Source: an optimization exercise on an open RTL-to-GDS flow (aim: small area). Production flows keep margins and buffers that such runs may drop. Function was checked by simulation only, so behaviour that the tests miss may differ from the original. Power and IR drop assume default switching activity.

Setup of JK:
==> flow/design.v <==
module SIGNAL_GENERATOR_ANALYZER_ONE_WIRE
(
	input CLK_100MHz,
	input rst,
	input  	MUAFR_MISO_P,
	input  	MUAFR_MISO_N,
	input 	enable_generate,
	input 	hist_valid,	 
	input 	win_end,	 
	output logic status_gen
);
logic [2: 0] hist_P;
logic [2: 0] hist_N;
always @(posedge CLK_100MHz)
begin
	hist_P <= {hist_P[1: 0], MUAFR_MISO_P};
	hist_N <= {hist_N[1: 0], MUAFR_MISO_N};
end
wire inc_P = MUAFR_MISO_P ^ (hist_P[2] & hist_valid);
wire inc_N = MUAFR_MISO_N ^ (hist_N[2] & hist_valid);
logic [8: 0] cnt_P;
logic [8: 0] cnt_N;
wire clr = rst | enable_generate | win_end;
always @(posedge CLK_100MHz)
begin
	if (clr)
	begin
		cnt_P <= 9'd5;
		cnt_N <= 9'd5;
	end else
	begin
		cnt_P <= cnt_P + inc_P;
		cnt_N <= cnt_N + inc_N;
	end
end
wire ok_P = ~cnt_P[8] & (cnt_P[7: 0] >= 8'd25);
wire ok_N = ~cnt_N[8] & (cnt_N[7: 0] >= 8'd25);
logic verdict;
always @(posedge CLK_100MHz)
	if (rst)
		verdict <= 0;
	else if (~enable_generate & win_end)
		verdict <= ok_P & ok_N;
always @(posedge CLK_100MHz)
	if (rst)
		status_gen <= 0;
	else if (~enable_generate)
		status_gen <= verdict;
endmodule
module SIGNAL_GENERATOR_ANALYZER
(
	input CLK_100MHz,
	input rst,
	output logic [15:0] MUAFR_MOSI_P,
	output [15:0] MUAFR_MOSI_N,
	input  logic [15:0] MUAFR_MISO_P,
	input  logic [15:0] MUAFR_MISO_N,
	input enable_generate,
	output logic [15:0] status_wire,
	output [15:0] status_gen
);
wire en = enable_generate;
logic [2: 0] rst_hist;
always @(posedge CLK_100MHz)
	rst_hist <= {rst_hist[1: 0], rst};
wire hist_valid = ~|rst_hist;
logic [9: 0] win_cnt;
wire win_end  = (&win_cnt[9: 5]) & win_cnt[3] & ~win_cnt[2] & win_cnt[1] & ~win_cnt[0];	 
wire win_wrap = (&win_cnt[9: 5]) & win_cnt[3] & win_cnt[2];						 
always @(posedge CLK_100MHz)
	if (rst | en | win_wrap)
		win_cnt <= 0;
	else
		win_cnt <= win_cnt + 1'b1;
genvar i;
generate
	for (i = 0; i < 16; i = i + 1)
	begin : generator
		SIGNAL_GENERATOR_ANALYZER_ONE_WIRE signal_generator_analyzer_one_wire
		(
			.CLK_100MHz(CLK_100MHz),
			.rst(rst),
			.enable_generate(en),
			.MUAFR_MISO_P(MUAFR_MISO_P[i]),
			.MUAFR_MISO_N(MUAFR_MISO_N[i]),
			.hist_valid(hist_valid),
			.win_end(win_end),
			.status_gen(status_gen[i])
		);
	end
endgenerate
logic [6: 0] slot_cnt;		 
logic [3: 0] j;			 
logic flag;			 
logic prev_flag;		 
logic mosi_up;			 
logic mosi_cur;			 
wire slot_end = (slot_cnt == 7'd99);
always @(posedge CLK_100MHz)
	if (rst)
	begin
		slot_cnt <= 0;
		j <= 0;
		flag <= 1;
		prev_flag <= 0;
	end else if (~en)
	begin
		slot_cnt <= 0;
		j <= 0;
		flag <= 0;
	end else
	begin
		prev_flag <= flag;
		if (slot_end)
		begin
			slot_cnt <= 0;
			j <= j + 1'b1;
			if (j == 4'd15)
				flag <= ~flag;
		end else
			slot_cnt <= slot_cnt + 1'b1;
	end
always @(posedge CLK_100MHz)
	if (rst | ~en)
	begin
		mosi_up <= 0;
		mosi_cur <= 0;
	end else if (prev_flag != flag)
	begin
		mosi_up <= ~flag;
		mosi_cur <= ~flag;
	end else if (slot_end)
	begin
		if (j == 4'd15)
		begin
			mosi_up <= ~flag;
			mosi_cur <= ~flag;
		end else
			mosi_cur <= mosi_up;
	end else
		mosi_cur <= (slot_cnt < 7'd96) ? flag : ~flag;
integer k;
always @*
	for (k = 0; k < 16; k = k + 1)
		MUAFR_MOSI_P[k] = (k < j) ? ~flag : (k == j) ? mosi_cur : mosi_up;
assign MUAFR_MOSI_N = ~MUAFR_MOSI_P;
wire miso_p_j = MUAFR_MISO_P[j];
wire miso_n_j = MUAFR_MISO_N[j];
wire match = (miso_p_j == flag) & (miso_n_j != flag);
logic [6: 0] match_cnt;
logic [15: 0] left;
always @(posedge CLK_100MHz)
	if (rst | ~en | slot_end)
		match_cnt <= 0;
	else if (match)
		match_cnt <= match_cnt + 1'b1;
always @(posedge CLK_100MHz)
	if (rst)
		left <= 0;
	else if (~en)
		left[j] <= 0;
	else if (slot_end)
		left[j] <= match;
logic seen, multi;
always @*
begin
	seen = 0;
	multi = 0;
	for (k = 0; k < 14; k = k + 1)
	begin
		multi = multi | (seen & (MUAFR_MISO_P[k] == miso_p_j));
		seen = seen | (MUAFR_MISO_P[k] == miso_p_j);
	end
end
wire short_P = seen & ~multi;
wire short_N = miso_n_j ? (&MUAFR_MISO_N[13: 0]) : ~(|MUAFR_MISO_N[13: 0]);
logic [7: 0] cnt_kz_P;
logic [7: 0] cnt_kz_N;
always @(posedge CLK_100MHz)
	if (rst)
	begin
		cnt_kz_P <= 0;
		cnt_kz_N <= 0;
	end else if (en)
	begin
		if (slot_cnt == 7'd98)
			cnt_kz_P <= 0;
		else if (short_P)
			cnt_kz_P <= cnt_kz_P + 1'b1;
		if (slot_end)
			cnt_kz_N <= 0;
		else if (short_N)
			cnt_kz_N <= cnt_kz_N + 1'b1;
	end
logic verdict;
always @(posedge CLK_100MHz)
	if (slot_cnt == 7'd97)
		verdict <= (cnt_kz_P > 8'd87) & (cnt_kz_N > 8'd87);
	else if (slot_cnt == 7'd98)
		verdict <= verdict & ((match_cnt > 7'd51) | ((match_cnt == 7'd51) & left[j]));
always @(posedge CLK_100MHz)
	if (rst)
		status_wire <= 0;
	else if (en & slot_end & ~flag)
		status_wire[j] <= verdict;
endmodule
make LEC_CHECK=0 CAP_MARGIN=20 CORE_MARGIN=2 CORE_UTILIZATION=40 SLEW_MARGIN=20 finish   # period 10.0 ns
run.sh (not shown) runs the stock make flow with config.mk's settings and CLKGATE_MAP_FILE= SYNTH_SCRIPT=/design/flow/synth_recipe.tcl, a recipe that flattens the netlist after the stock synthesis.
JK reached the final stage; the timing, design-rule and antenna checks on its layout passed.
Setup changes, JK to MS
==> flow/flow/run.sh (new file) <==
#!/bin/bash
set -e
cp standard.sh flow/standard.sh.seen 2>/dev/null || true
export BUFFER_PORTS_ARGS="-buffer_cell sky130_fd_sc_hd__buf_1"
export CTS_ARGS="-sink_clustering_enable -repair_clock_nets -dont_use_dummy_load"
bash standard.sh > standard.log 2>&1
==> flow/flow/standard.sh.seen (new file) <==
#!/bin/bash
# The standard flow's own layout of this design, on the ORFS make targets given (by default finish). After
# finish it leaves the final layout's DEF at /design/flow/out/final.def.
set -euo pipefail
make -C /OpenROAD-flow-scripts/flow DESIGN_CONFIG=/design/flow/config.mk WORK_HOME=/design/flow/orfs CLKGATE_MAP_FILE= SYNTH_SCRIPT=/design/flow/synth_recipe.tcl CAP_MARGIN=20 CORE_MARGIN=2 CORE_UTILIZATION=40 SLEW_MARGIN=20 "${@:-finish}"
if [[ -f /design/flow/orfs/results/sky130hd/SIGNAL_GENERATOR_ANALYZER/base/6_final.odb ]]; then
  : # left out here: write the final layout as DEF
fi
==> flow/standard.sh (new file) <==
#!/bin/bash
# synth_recipe.tcl (not shown) runs the flow's synth.tcl, then flattens the netlist and writes it again
# the make line also repeats each setting of config.mk as NAME=value (left out here)
make -C /OpenROAD-flow-scripts/flow DESIGN_CONFIG=/design/flow/config.mk WORK_HOME=/design/flow/orfs CLKGATE_MAP_FILE= SYNTH_SCRIPT=/design/flow/synth_recipe.tcl "${@:-finish}"
removed: flow/run.sh
Results
Relative to JK, the power density relative to cell area measured on MS has decreased by a few percent. Looking at half-perimeter wire length after detailed placement, MS sits below JK. Met1 global-route usage | MS below JK. The final reports for MS and JK show worst reg-to-reg path cell count higher in the former. MS vs. JK: met2 wire length dropped about 1.8%, first-pass GRT wire length dropped 1600 um, number of clock buffers in the layout dropped 30%.

==> port drivers added, routing unchanged <==
Ports are ideal in the flow. The routed layouts listed here were re-timed in OpenROAD. Step 1 sets driving cells, clkbuf_16 on the clock port and buf_2 on the other inputs (assumed; they add their load-dependent delay and slew). Step 2 adds t to the input delays and takes it off the output delays; t is the mean of the earliest and latest rising clock arrival at the registers after step 1. Input paths then give back, and output paths get back, about the clock's delay inside the block. Three values: no drivers, after step 1, after step 2; two values: the first two.
| run | t (ns) | slack for setup (ns) | worst setup path at the end | clock arrival spread, ns | worst slew at a driven data input, ns |
|---|---|---|---|---|---|
| JK | 0.635 | 4.453 / 4.394 / 4.706 | input to register | 0.020 / 0.021 | 0.09 |
| MS | 0.619 | 5.447 / 5.392 / 4.989 | input to register | 0.026 / 0.026 | 0.10 |
After both steps every run listed still meets setup and hold. For MS, which loses most, drivers alone change the setup slack by -0.055 ns; drivers and shift together by -0.458 ns.
